Source: an optimization exercise on an open RTL-to-GDS flow (aim: small area). Production flows keep margins and buffers that such runs may drop.
At most, simulation tests tie the RTL to the original design; equivalence was not proved.
No activity file was given, so power comes from the tool's default toggle rates.

Setup of juniper:
==> flow/design.v <==
module ALU #(
    parameter [8:0] FAST = 9'b110000000    
) (
    input  wire [7:0] a,
    input  wire [7:0] b,
    input  wire [2:0] op,
    output wire [7:0] result
);
    wire is_mul = (op == 3'd3);
    wire is_dv  = op[2] & (op[0] ^ op[1]);    
    wire is_div = (op == 3'd5);
    wire inv    = is_dv | (op == 3'd4);       
    wire [7:0] bx = b ^ {8{inv}};
    wire [8:0] nz;
    assign nz[8] = 1'b1;
    genvar w, j;
    generate
        for (w = 7; w >= 1; w = w - 1) begin : g_nz
            assign nz[w] = nz[w + 1] & ~b[w];
        end
    endgenerate
    wire [7:0] q;
    wire [7:0] rr [0:8];
    assign rr[8] = 8'd0;
    wire [2:0] r5;    
    generate
        for (w = 1; w <= 8; w = w + 1) begin : g_st
            wire [w-1:0] t;
            wire [w:0]   d;
            wire [w-1:0] y;
            wire         cin;
            if (w == 4) begin : g_t4
                assign t[3:1] = r5;
            end else if (w > 1) begin : g_t
                assign t[w-1:1] = rr[9 - w][w-2:0];
            end
            if (w <= 3) begin : g_ytop
                assign t[0] = a[8 - w];
                assign y = ~b[w-1:0];
                assign cin = 1'b1;
            end else begin : g_y
                assign t[0] = a[8 - w] & ~is_mul;
                assign y = bx[w-1:0];
                assign cin = inv;
            end
            if (FAST[w]) begin : g_fast
                assign d = {1'b0, t} + {1'b0, y} + {{w{1'b0}}, cin};
            end else begin : g_rip
                wire [w:0] c;
                assign c[0] = cin;
                for (j = 0; j < w; j = j + 1) begin : g_b
                    assign d[j]   = t[j] ^ y[j] ^ c[j];
                    assign c[j+1] = (t[j] & y[j]) | (t[j] & c[j]) | (y[j] & c[j]);
                end
                assign d[w] = c[w];
            end
            wire ge = nz[w] & d[w];
            assign q[8 - w] = ge;
            wire sel;
            if (w <= 3) begin : g_stop
                assign sel = ge;
            end else if (w == 8) begin : g_slast
                assign sel = is_mul ? a[0] : is_dv ? ge : 1'b1;
            end else begin : g_smid
                assign sel = is_mul ? a[8 - w] : (is_dv & ge);
            end
            assign rr[8 - w][w-1:0] = sel ? d[w-1:0] : t;
            if (w < 8) begin : g_pad
                assign rr[8 - w][7:w] = {(8 - w){1'b0}};
            end
        end
    endgenerate
    wire [2:0] m5 = a[7:5] * b[2:0];
    assign r5 = is_mul ? m5 : is_dv ? rr[5][2:0] : a[7:5];
    assign result = is_div ? q : rr[0];
endmodule
module queue_with_controller (
    input  wire       clk,
    input  wire       rst,
    input  wire       shift,
    input  wire [7:0] back,
    input  wire       inc,
    input  wire       dec,
    input  wire       set_err,
    output wire [7:0] a,
    output wire [7:0] b,
    output wire [7:0] tail,
    output reg  [2:0] n,
    output reg        err
);
    reg [7:0] r0, r1, r2, r3, r4;
    always @(posedge clk) begin
        if (shift) begin
            r0 <= back;
            r1 <= r0;
            r2 <= r1;
            r3 <= r2;
            r4 <= r3;
        end
    end
    always @(posedge clk or posedge rst) begin
        if (rst) begin
            n   <= 3'd0;
            err <= 1'b0;
        end else begin
            if (inc)
                n <= n + 3'd1;
            else if (dec)
                n <= n - 3'd1;
            if (set_err)
                err <= 1'b1;
        end
    end
    reg [7:0] ra, rb;
    always @* begin
        case (n)
            3'd2:    begin ra = r1; rb = r0; end
            3'd3:    begin ra = r2; rb = r1; end
            3'd4:    begin ra = r3; rb = r2; end
            default: begin ra = r4; rb = r3; end
        endcase
    end
    assign a = ra;
    assign b = rb;
    assign tail = r0;
endmodule
module calculator(
    input wire clk,
    input wire rst,
    input wire[7:0] in,
    input wire[2:0] op,
    input wire apply,
    output wire[7:0] tail,
    output wire empty,
    output wire valid
);
    wire [7:0] a, b, result;
    wire [2:0] n;
    wire err;
    wire go     = apply & ~err;
    wire is_push = (op == 3'd0);
    wire is_pop  = (op == 3'd1);
    wire is_arith = (op != 3'd0) & (op != 3'd1) & (op != 3'd7);
    wire by_div  = op[2] & (op[0] ^ op[1]);
    wire full    = (n == 3'd5);
    wire none    = (n == 3'd0);
    wire two     = n[2] | n[1];            
    wire bzero   = (b == 8'd0);
    wire ok_push  = is_push & ~full;
    wire ok_pop   = is_pop & ~none;
    wire ok_arith = is_arith & two & ~(by_div & bzero);
    wire shift   = go & (ok_push | ok_arith);
    wire inc     = go & ok_push;
    wire dec     = go & (ok_pop | ok_arith);
    wire set_err = go & ~(ok_push | ok_pop | ok_arith);
    queue_with_controller queue (
        .clk(clk), .rst(rst),
        .shift(shift), .back(is_push ? in : result),
        .inc(inc), .dec(dec), .set_err(set_err),
        .a(a), .b(b), .tail(tail), .n(n), .err(err)
    );
    ALU alu (.a(a), .b(b), .op(op), .result(result));
    assign empty = none;
    assign valid = ~err;
endmodule
clock: 15.0 ns
lec_check: 0
abc_area: 1
cap_margin: 20
core_margin: 2
core_utilization: 40
slew_margin: 20
run.sh (not shown) runs the stock make flow with config.mk's settings and CLKGATE_MAP_FILE= SYNTH_SCRIPT=/design/flow/synth_recipe.tcl, a recipe that flattens the netlist after the stock synthesis.
Relative to juniper, the following input files were edited for willow:
diff --git a/flow/design.v b/flow/design.v
--- a/flow/design.v
+++ b/flow/design.v
@@ -1,8 +1,9 @@
 module ALU #(
-    parameter [8:0] FAST = 9'b110000000    
+    parameter [8:0] FAST = 9'b000000000,   
+    parameter integer K = 4                
 ) (
     input  wire [7:0] a,
     input  wire [7:0] b,
     input  wire [2:0] op,
     output wire [7:0] result
 );
@@ -19,25 +20,25 @@
             assign nz[w] = nz[w + 1] & ~b[w];
         end
     endgenerate
     wire [7:0] q;
     wire [7:0] rr [0:8];
     assign rr[8] = 8'd0;
-    wire [2:0] r5;    
+    wire [K-1:0] rk;    
     generate
         for (w = 1; w <= 8; w = w + 1) begin : g_st
             wire [w-1:0] t;
             wire [w:0]   d;
             wire [w-1:0] y;
             wire         cin;
-            if (w == 4) begin : g_t4
-                assign t[3:1] = r5;
+            if (w == K + 1) begin : g_tk
+                assign t[K:1] = rk;
             end else if (w > 1) begin : g_t
                 assign t[w-1:1] = rr[9 - w][w-2:0];
             end
-            if (w <= 3) begin : g_ytop
+            if (w <= K) begin : g_ytop
                 assign t[0] = a[8 - w];
                 assign y = ~b[w-1:0];
                 assign cin = 1'b1;
             end else begin : g_y
                 assign t[0] = a[8 - w] & ~is_mul;
                 assign y = bx[w-1:0];
@@ -54,27 +55,27 @@
                 end
                 assign d[w] = c[w];
             end
             wire ge = nz[w] & d[w];
             assign q[8 - w] = ge;
             wire sel;
-            if (w <= 3) begin : g_stop
+            if (w <= K) begin : g_stop
                 assign sel = ge;
             end else if (w == 8) begin : g_slast
                 assign sel = is_mul ? a[0] : is_dv ? ge : 1'b1;
             end else begin : g_smid
                 assign sel = is_mul ? a[8 - w] : (is_dv & ge);
             end
             assign rr[8 - w][w-1:0] = sel ? d[w-1:0] : t;
             if (w < 8) begin : g_pad
                 assign rr[8 - w][7:w] = {(8 - w){1'b0}};
             end
         end
     endgenerate
-    wire [2:0] m5 = a[7:5] * b[2:0];
-    assign r5 = is_mul ? m5 : is_dv ? rr[5][2:0] : a[7:5];
+    wire [K-1:0] mk = a[7:8-K] * b[K-1:0];
+    assign rk = is_mul ? mk : is_dv ? rr[8-K][K-1:0] : a[7:8-K];
     assign result = is_div ? q : rr[0];
 endmodule
 module queue_with_controller (
     input  wire       clk,
     input  wire       rst,
     input  wire       shift,
@@ -110,17 +111,17 @@
             if (set_err)
                 err <= 1'b1;
         end
     end
     reg [7:0] ra, rb;
     always @* begin
-        case (n)
-            3'd2:    begin ra = r1; rb = r0; end
-            3'd3:    begin ra = r2; rb = r1; end
-            3'd4:    begin ra = r3; rb = r2; end
-            default: begin ra = r4; rb = r3; end
+        case ({n[2], n[0]})
+            2'd0: begin ra = r1; rb = r0; end
+            2'd1: begin ra = r2; rb = r1; end
+            2'd2: begin ra = r3; rb = r2; end
+            2'd3: begin ra = r4; rb = r3; end
         endcase
     end
     assign a = ra;
     assign b = rb;
     assign tail = r0;
 endmodule
### Flow results
Where static leakage is concerned, juniper is better than willow.
Summary of willow over juniper: worst slew margin relative to its limit rose by 8.7 points; routed wire length moved up; critical path depth rose by 16; clock-net power now sits higher.
Function not checked in willow: the RTL went through the layout flow alone.


Another version of the RTL of calculator (not shown whole).
Size in the first run: ~24 I/O pins.
==> module ALU, before the edit <==
module ALU #(
    parameter [8:0] FAST = 9'b000000000,   
    parameter integer K = 3                
) (
    input  wire [7:0] a,
    input  wire [7:0] b,
    input  wire [2:0] op,
    output wire [7:0] result
);
    wire is_mul = (op == 3'd3);
    wire is_dv  = op[2] & (op[0] ^ op[1]);    
    wire is_div = (op == 3'd5);
    wire inv    = is_dv | (op == 3'd4);       
    wire [7:0] bx = b ^ {8{inv}};
    wire [8:0] nz;
    assign nz[8] = 1'b1;
    genvar w, j;
    generate
        for (w = 7; w >= 1; w = w - 1) begin : g_nz
            assign nz[w] = nz[w + 1] & ~b[w];
        end
    endgenerate
    wire [7:0] q;
    wire [7:0] rr [0:8];
    assign rr[8] = 8'd0;
    wire [K-1:0] rk;    
    generate
        for (w = 1; w <= 8; w = w + 1) begin : g_st
            wire [w-1:0] t;
            wire [w:0]   d;
            wire [w-1:0] y;
            wire         cin;
            if (w == K + 1) begin : g_tk
                assign t[K:1] = rk;
            end else if (w > 1) begin : g_t
                assign t[w-1:1] = rr[9 - w][w-2:0];
            end
            if (w <= K) begin : g_ytop
                assign t[0] = a[8 - w];
                assign y = ~b[w-1:0];
                assign cin = 1'b1;
            end else begin : g_y
                assign t[0] = a[8 - w] & ~is_mul;
                assign y = bx[w-1:0];
                assign cin = inv;
            end
            if (FAST[w]) begin : g_fast
                assign d = {1'b0, t} + {1'b0, y} + {{w{1'b0}}, cin};
            end else begin : g_rip
                wire [w:0] c;
                assign c[0] = cin;
                for (j = 0; j < w; j = j + 1) begin : g_b
                    assign d[j]   = t[j] ^ y[j] ^ c[j];
                    assign c[j+1] = (t[j] & y[j]) | (t[j] & c[j]) | (y[j] & c[j]);
                end
                assign d[w] = c[w];
            end
            wire ge = nz[w] & d[w];
            assign q[8 - w] = ge;
            wire sel;
            if (w <= K) begin : g_stop
                assign sel = ge;
            end else if (w == 8) begin : g_slast
                assign sel = is_mul ? a[0] : is_dv ? ge : 1'b1;
            end else begin : g_smid
                assign sel = is_mul ? a[8 - w] : (is_dv & ge);
            end
            assign rr[8 - w][w-1:0] = sel ? d[w-1:0] : t;
            if (w < 8) begin : g_pad
                assign rr[8 - w][7:w] = {(8 - w){1'b0}};
            end
        end
    endgenerate
    wire [K-1:0] mk = a[7:8-K] * b[K-1:0];
    assign rk = is_mul ? mk : is_dv ? rr[8-K][K-1:0] : a[7:8-K];
    assign result = is_div ? q : rr[0];
endmodule
export LEC_CHECK = 0
export ABC_AREA = 1
export CAP_MARGIN = 20
export CORE_MARGIN = 2
export CORE_UTILIZATION = 40
export SLEW_MARGIN = 20
create_clock -name core_clock -period 15.0 [get_ports {clk}]
standard.sh (not shown) runs the stock make flow with config.mk's settings and CLKGATE_MAP_FILE= SYNTH_SCRIPT=/design/flow/synth_recipe.tcl, a recipe that flattens the netlist after the stock synthesis.
==> flow/flow/run.sh <==
#!/bin/bash
# The standard layout (standard.sh) with two changes:
#  1. After the standard synthesis, its combinational logic is mapped again by
#     ABC without the full-adder cells that synthesis extracted (reopt.ys). The
#     registers are untouched: same instances, names and cell types.
#  2. The buffers that buffer_ports puts on the ports use sky130_fd_sc_hd__buf_1.
# Each tool's output goes to a log of its own in this folder.
set -euo pipefail
here=$(cd "$(dirname "$0")" && pwd)
work=$(pwd)
res=$work/orfs/results/$FLOW_PLATFORM/calculator/base
lib=$FLOW_HOME/platforms/$FLOW_PLATFORM/lib/sky130_fd_sc_hd__tt_025C_1v80.lib
yosys=$(command -v yosys || echo "$FLOW_HOME/../tools/install/yosys/bin/yosys")
export BUFFER_PORTS_ARGS="-buffer_cell sky130_fd_sc_hd__buf_1"

# 1. standard synthesis
bash standard.sh synth > synth.log 2>&1
cp "$res/1_2_yosys.v" "$work/standard_synth.v"

# 2. map the combinational logic again
dont_use=$(sed -n '/^export DONT_USE_CELLS/,/^#/p' "$FLOW_HOME/platforms/$FLOW_PLATFORM/config.mk" \
  | grep -o 'sky130_fd_sc_hd__[A-Za-z0-9_]*' | sed 's/^/-dont_use /' | tr '\n' ' ')
script=$(tr -d '\n' < "$here/abc.script" | sed 's/[&|\\]/\\&/g')
sed -e "s|@LIB@|$lib|g" -e "s|@IN@|$work/standard_synth.v|g" -e "s|@OUT@|$work/reopt.v|g" \
    -e "s|@TOP@|$FLOW_TOP|g" -e "s|@DONT_USE@|$dont_use|g" -e "s|@SCRIPT@|$script|g" "$here/reopt.ys" > "$work/reopt_run.ys"
"$yosys" -l "$work/reopt.log" -s "$work/reopt_run.ys" > /dev/null 2>&1
cp "$work/reopt.v" "$res/1_2_yosys.v"
rm -f "$res/1_synth.odb" "$res/1_synth.sdc"

# 3. the rest of the standard layout, from the new netlist
bash standard.sh > layout.log 2>&1
==> flow/flow/abc.script <==
strash;&get,-n;&deepsyn,-T,30;&dch,-f;&nf,-R,1000,-p;&put;topo;dnsize;
==> flow/flow/reopt.ys <==
# Re-map the combinational cells of a mapped netlist; keep the registers.
read_liberty -ignore_miss_func @LIB@
blackbox sky130_fd_sc_hd__*df* sky130_fd_sc_hd__*dl* sky130_fd_sc_hd__conb_*
read_verilog @IN@
hierarchy -check -top @TOP@
flatten
opt_clean -purge
stat -liberty @LIB@
abc -liberty @LIB@ @DONT_USE@ -script +@SCRIPT@
# the cell types abc used were dropped by hierarchy; reload them as black boxes
read_liberty -lib @LIB@
opt_clean -purge
hilomap -singleton -hicell sky130_fd_sc_hd__conb_1 HI -locell sky130_fd_sc_hd__conb_1 LO
splitnets
opt_clean -purge
stat -liberty @LIB@
check -assert
write_verilog -noattr -nohex -nodec @OUT@
Next try:
--- a/flow/design.v
+++ b/flow/design.v
@@ -24,58 +24,62 @@
     wire [7:0] rr [0:8];
     assign rr[8] = 8'd0;
     wire [K-1:0] rk;    
     generate
         for (w = 1; w <= 8; w = w + 1) begin : g_st
-            wire [w-1:0] t;
-            wire [w:0]   d;
-            wire [w-1:0] y;
-            wire         cin;
+            localparam P = w % 2;              
+            wire [w-1:0] t;                     
+            wire [w:0]   d;                     
+            wire [w-1:0] y;                     
+            wire         cin;                   
             if (w == K + 1) begin : g_tk
                 assign t[K:1] = rk;
             end else if (w > 1) begin : g_t
                 assign t[w-1:1] = rr[9 - w][w-2:0];
             end
             if (w <= K) begin : g_ytop
-                assign t[0] = a[8 - w];
-                assign y = ~b[w-1:0];
-                assign cin = 1'b1;
+                assign t[0] = a[8 - w] ^ P[0];
+                assign y = ~b[w-1:0] ^ {w{P[0]}};
+                assign cin = 1'b1 ^ P[0];
             end else begin : g_y
-                assign t[0] = a[8 - w] & ~is_mul;
-                assign y = bx[w-1:0];
-                assign cin = inv;
+                assign t[0] = (a[8 - w] & ~is_mul) ^ P[0];
+                assign y = bx[w-1:0] ^ {w{P[0]}};
+                assign cin = inv ^ P[0];
             end
             if (FAST[w]) begin : g_fast
-                assign d = {1'b0, t} + {1'b0, y} + {{w{1'b0}}, cin};
+                wire [w-1:0] tt = t ^ {w{P[0]}};
+                wire [w-1:0] yt = y ^ {w{P[0]}};
+                assign d = ({1'b0, tt} + {1'b0, yt} + {{w{1'b0}}, cin ^ P[0]}) ^ {(w+1){P[0]}};
             end else begin : g_rip
                 wire [w:0] c;
                 assign c[0] = cin;
                 for (j = 0; j < w; j = j + 1) begin : g_b
                     assign d[j]   = t[j] ^ y[j] ^ c[j];
                     assign c[j+1] = (t[j] & y[j]) | (t[j] & c[j]) | (y[j] & c[j]);
                 end
                 assign d[w] = c[w];
             end
-            wire ge = nz[w] & d[w];
+            wire ge = nz[w] & (d[w] ^ P[0]);
             assign q[8 - w] = ge;
             wire sel;
             if (w <= K) begin : g_stop
                 assign sel = ge;
             end else if (w == 8) begin : g_slast
                 assign sel = is_mul ? a[0] : is_dv ? ge : 1'b1;
             end else begin : g_smid
                 assign sel = is_mul ? a[8 - w] : (is_dv & ge);
             end
-            assign rr[8 - w][w-1:0] = sel ? d[w-1:0] : t;
+            assign rr[8 - w][w-1:0] = ~(sel ? d[w-1:0] : t);
             if (w < 8) begin : g_pad
                 assign rr[8 - w][7:w] = {(8 - w){1'b0}};
             end
         end
     endgenerate
+    localparam PK = (K + 1) % 2;
     wire [K-1:0] mk = a[7:8-K] * b[K-1:0];
-    assign rk = is_mul ? mk : is_dv ? rr[8-K][K-1:0] : a[7:8-K];
-    assign result = is_div ? q : rr[0];
+    assign rk = is_mul ? (mk ^ {K{PK[0]}}) : is_dv ? rr[8-K][K-1:0] : (a[7:8-K] ^ {K{PK[0]}});
+    assign result = is_div ? q : ~rr[0];
 endmodule
 module queue_with_controller (
     input  wire       clk,
     input  wire       rst,
     input  wire       shift,
After rerunning:
- The changed run finished clean
- total power fell by 28%
- worst setup slack is worse by 0.037 ns
- count of clock-buffer cells in the layout does not change
- wire length fell by 2.1%
- synthesized cell count fell by 1.1%
- sequential power hardly moves
- sequential share of layout area rose by 0.49 points
- clock skew hardly moves
Only the layout flow was run in the first run of this note; the RTL was not checked for function there.

-- what the ideal ports hide --
In the flow no input, the clock included, has a driving cell. The finished layouts below were timed again as built, in two steps.
Step 1, drivers: a clkbuf_16 drives clk and a buf_2 each remaining input, both assumed.
Step 2 moves the port delays by t, midway between the first and last clock arrival at a register: inputs arrive t later, outputs are due t later. That takes back most of the time a late clock gives input paths.
Three values: ideal ports, drivers, drivers and shift; two values: the first two.
run	t, ns	setup WS [ns]	worst setup path at the end
juniper	0.317	0.903 / 0.899 / 0.583	input to register
willow	0.332	0.202 / 0.202 / 0.202	register to register
the first run of note 2	0.323	0.958 / 0.955 / 0.632	input to register
the second run of note 2	0.315	0.921 / 0.929 / 0.615	input to register
After both steps every run listed still meets setup and hold. The setup slack of the first run of note 2, which loses most, moves by -0.003 ns with the drivers and by -0.326 ns with both steps.
